This design comes from an exercise in tuning for small area on the open sky130 flow, not from production work.
The RTL was checked by simulation tests, not by an equivalence proof against the original design.

## before
==> module clockdiv, before the edit <==
module clockdiv (
    input  clk,
    input  rst,
    output slow_clk
    );
    reg [13:0] s;
    assign slow_clk = (s == 14'h21b5);
    always @(posedge clk, posedge rst)
        if (rst)
            s <= 14'h2000;
        else if (slow_clk)
            s <= 14'h0000;
        else
            s <= {s[12:0], ~(s[13] ^ s[12] ^ s[11] ^ s[1])};
endmodule
==> module wavegen, before the edit <==
module wavegen (
    input        clk,
    input        rst,
    input        semitone,
    input        p,
    input        valid,
    input  [1:0] ri,
    input  [1:0] q,
    output reg   wave
    );
    reg [21:0] c3;
    reg        make_semitone;
    always @(posedge clk)
        if (semitone)
            c3 <= 22'd0;
        else
            c3 <= {c3[20:0], ~(c3[21] ^ c3[20])};
    always @(posedge clk, posedge rst)
        if (rst)
            make_semitone <= 1'b0;
        else if (semitone)
            make_semitone <= 1'b1;
        else if (c3 == 22'h378139)
            make_semitone <= 1'b0;
    reg       pd;
    reg [7:0] k;
    reg       z, sil;
    wire ev = z ? p : pd;
    wire fire = ~valid & ev & (k == 8'd250);
    always @(posedge clk)
        pd <= p;
    always @(posedge clk, posedge rst)
        if (rst)
            k <= 8'd1;
        else if (valid)
            k <= 8'd0;
        else if (ev)
            k <= k + 8'd1;
    always @(posedge clk, posedge rst)
        if (rst) begin
            z   <= 1'b1;
            sil <= 1'b0;
        end else if (valid) begin
            z   <= 1'b0;
            sil <= 1'b0;
        end else if (fire) begin
            z   <= 1'b0;
            sil <= 1'b1;
        end
    reg [1:0] dv_ri, dv_q;
    reg       dv_sh;
    always @(posedge clk)
        if (valid) begin
            dv_ri <= ri;
            dv_q  <= q;
            dv_sh <= make_semitone;
        end
    wire [4:0] sel = {dv_ri, dv_q, dv_sh};
    wire [16:0] lim =
        ({17{sel == 5'b00000}} & 17'd84832) |   
        ({17{sel == 5'b00001}} & 17'd80360) |   
        ({17{sel == 5'b00010}} & 17'd75620) |   
        ({17{sel == 5'b00011}} & 17'd75620) |   
        ({17{sel == 5'b00100}} & 17'd71592) |   
        ({17{sel == 5'b00101}} & 17'd67567) |   
        ({17{sel == 5'b00110}} & 17'd95201) |   
        ({17{sel == 5'b00111}} & 17'd90220) |   
        ({17{sel == 5'b01000}} & 17'd56818) |   
        ({17{sel == 5'b01001}} & 17'd53625) |   
        ({17{sel == 5'b01010}} & 17'd50515) |   
        ({17{sel == 5'b01011}} & 17'd50515) |   
        ({17{sel == 5'b01100}} & 17'd47782) |   
        ({17{sel == 5'b01101}} & 17'd45093) |   
        ({17{sel == 5'b01110}} & 17'd63775) |   
        ({17{sel == 5'b01111}} & 17'd60197) |   
        ({17{sel == 5'b10000}} & 17'd42567) |   
        ({17{sel == 5'b10001}} & 17'd40173) |   
        ({17{sel == 5'b10010}} & 17'd37919) |   
        ({17{sel == 5'b10011}} & 17'd37919) |   
        ({17{sel == 5'b10100}} & 17'd35790) |   
        ({17{sel == 5'b10101}} & 17'd33783) |   
        ({17{sel == 5'b10110}} & 17'd47782) |   
        ({17{sel == 5'b10111}} & 17'd45093) |   
        ({17{sel == 5'b11000}} & 17'd28409) |   
        ({17{sel == 5'b11001}} & 17'd26815) |   
        ({17{sel == 5'b11010}} & 17'd25283) |   
        ({17{sel == 5'b11011}} & 17'd25283) |   
        ({17{sel == 5'b11100}} & 17'd23889) |   
        ({17{sel == 5'b11101}} & 17'd22548) |   
        ({17{sel == 5'b11110}} & 17'd31887) |   
        ({17{sel == 5'b11111}} & 17'd30098);   
    reg [24:0] counter;
    wire ge = z | (sil ? (&counter) : ((|counter[24:17]) | (counter[16:0] >= lim)));
    always @(posedge clk)
        if (ge)
            counter <= 25'd0;
        else
            counter <= counter + 25'd1;
    always @(posedge clk, posedge rst)
        if (rst)
            wave <= 1'b0;
        else if (ge)
            wave <= ~wave;
endmodule
clock: 20.0 ns
lec_check: 0
cap_margin: 20
core_margin: 2
core_utilization: 40
slew_margin: 20
run.sh (not shown) runs the stock make flow with config.mk's settings and CLKGATE_MAP_FILE= SYNTH_SCRIPT=/design/flow/synth_recipe.tcl, a recipe that flattens the netlist after the stock synthesis.
Both conditions hold for before: the flow ran to the end and the final layout passed the timing, DRC and antenna checks.
### before -> after
--- a/flow/design.v
+++ b/flow/design.v
@@ -23,16 +23,14 @@
     input  rst,
     output slow_clk
     );
     reg [13:0] s;
-    assign slow_clk = (s == 14'h21b5);
+    assign slow_clk = (s == 14'h02a0);
     always @(posedge clk, posedge rst)
         if (rst)
-            s <= 14'h2000;
-        else if (slow_clk)
-            s <= 14'h0000;
+            s <= 14'h22a0;
         else
-            s <= {s[12:0], ~(s[13] ^ s[12] ^ s[11] ^ s[1])};
+            s <= {s[12:0], ~(s[13] ^ s[12]) ^ slow_clk};
 endmodule
 module keypad (
     input        clk,
     input        rst,
@@ -77,29 +75,32 @@
     always @(posedge clk)
         if (semitone)
             c3 <= 22'd0;
         else
-            c3 <= {c3[20:0], ~(c3[21] ^ c3[20])};
+            c3 <= {~c3[20:0], ~(c3[21] ^ c3[20])};
     always @(posedge clk, posedge rst)
         if (rst)
             make_semitone <= 1'b0;
         else if (semitone)
             make_semitone <= 1'b1;
-        else if (c3 == 22'h378139)
+        else if (c3 == 22'h1280e8)
             make_semitone <= 1'b0;
-    reg       pd;
-    reg [7:0] k;
-    reg       z, sil;
-    wire ev = z ? p : pd;
-    wire fire = ~valid & ev & (k == 8'd250);
+    reg        pd;
+    reg  [7:0] k;
+    reg        z, sil, hz;
+    reg [16:0] lo;
+    wire ev   = z ? p : pd;
+    wire fire = ~sil & ~valid & ev & (k == 8'd250);
+    wire lo1  = &lo;
+    wire ge;
     always @(posedge clk)
         pd <= p;
     always @(posedge clk, posedge rst)
         if (rst)
             k <= 8'd1;
-        else if (valid)
+        else if (valid | fire | (sil & ge))
             k <= 8'd0;
-        else if (ev)
+        else if (sil ? lo1 : ev)
             k <= k + 8'd1;
     always @(posedge clk, posedge rst)
         if (rst) begin
             z   <= 1'b1;
@@ -110,8 +111,10 @@
         end else if (fire) begin
             z   <= 1'b0;
             sil <= 1'b1;
         end
+    always @(posedge clk)
+        hz <= sil & ~ge & ((|k) | lo1);
     reg [1:0] dv_ri, dv_q;
     reg       dv_sh;
     always @(posedge clk)
         if (valid) begin
@@ -152,15 +155,14 @@
         ({17{sel == 5'b11100}} & 17'd23889) |   
         ({17{sel == 5'b11101}} & 17'd22548) |   
         ({17{sel == 5'b11110}} & 17'd31887) |   
         ({17{sel == 5'b11111}} & 17'd30098);   
-    reg [24:0] counter;
-    wire ge = z | (sil ? (&counter) : ((|counter[24:17]) | (counter[16:0] >= lim)));
+    assign ge = z | (sil ? ((&k) & lo1) : (hz | (lo >= lim)));
     always @(posedge clk)
         if (ge)
-            counter <= 25'd0;
+            lo <= 17'd0;
         else
-            counter <= counter + 25'd1;
+            lo <= lo + 17'd1;
     always @(posedge clk, posedge rst)
         if (rst)
             wave <= 1'b0;
         else if (ge)
### Flow results
- Compared with before, after shows a higher flop-to-flop setup slack.
- before and after ended up with nearly the same via count of the first global-routing pass.
- Summary: HPWL after detailed placement, after worse than before
- Clock-cell share of area is lower on before
- Between before and after, the average wire per standard cell is higher for after.
- Higher routed via count divided by cell count among before and after: after
- | area of the die | lower: after |
- after against before; overall routed net length is up by a few percent.

-- what the ideal ports hide --
The results above use ideal ports. As a check the final layouts listed here were re-extracted and re-timed, cells and wires unchanged. Step 1 assumes that a clkbuf_16 drives the clock port and a buf_2 every other input. Step 2 times the ports against the registers' clock, not the clock port: input delays grow and output delays shrink by t, the midpoint of the rising clock arrivals with the driver on. a / b / c = ideal / step 1 / step 2; a / b = the first two.
run | shift t [ns] | setup slack, ns | slew at the worst register clock pin (ns)
before | 0.389 | 13.977 / 13.944 / 14.332 | 0.09 / 0.09
after | 0.380 | 14.147 / 14.114 / 14.493 | 0.09 / 0.09
After both steps setup and hold are still met in every run listed.
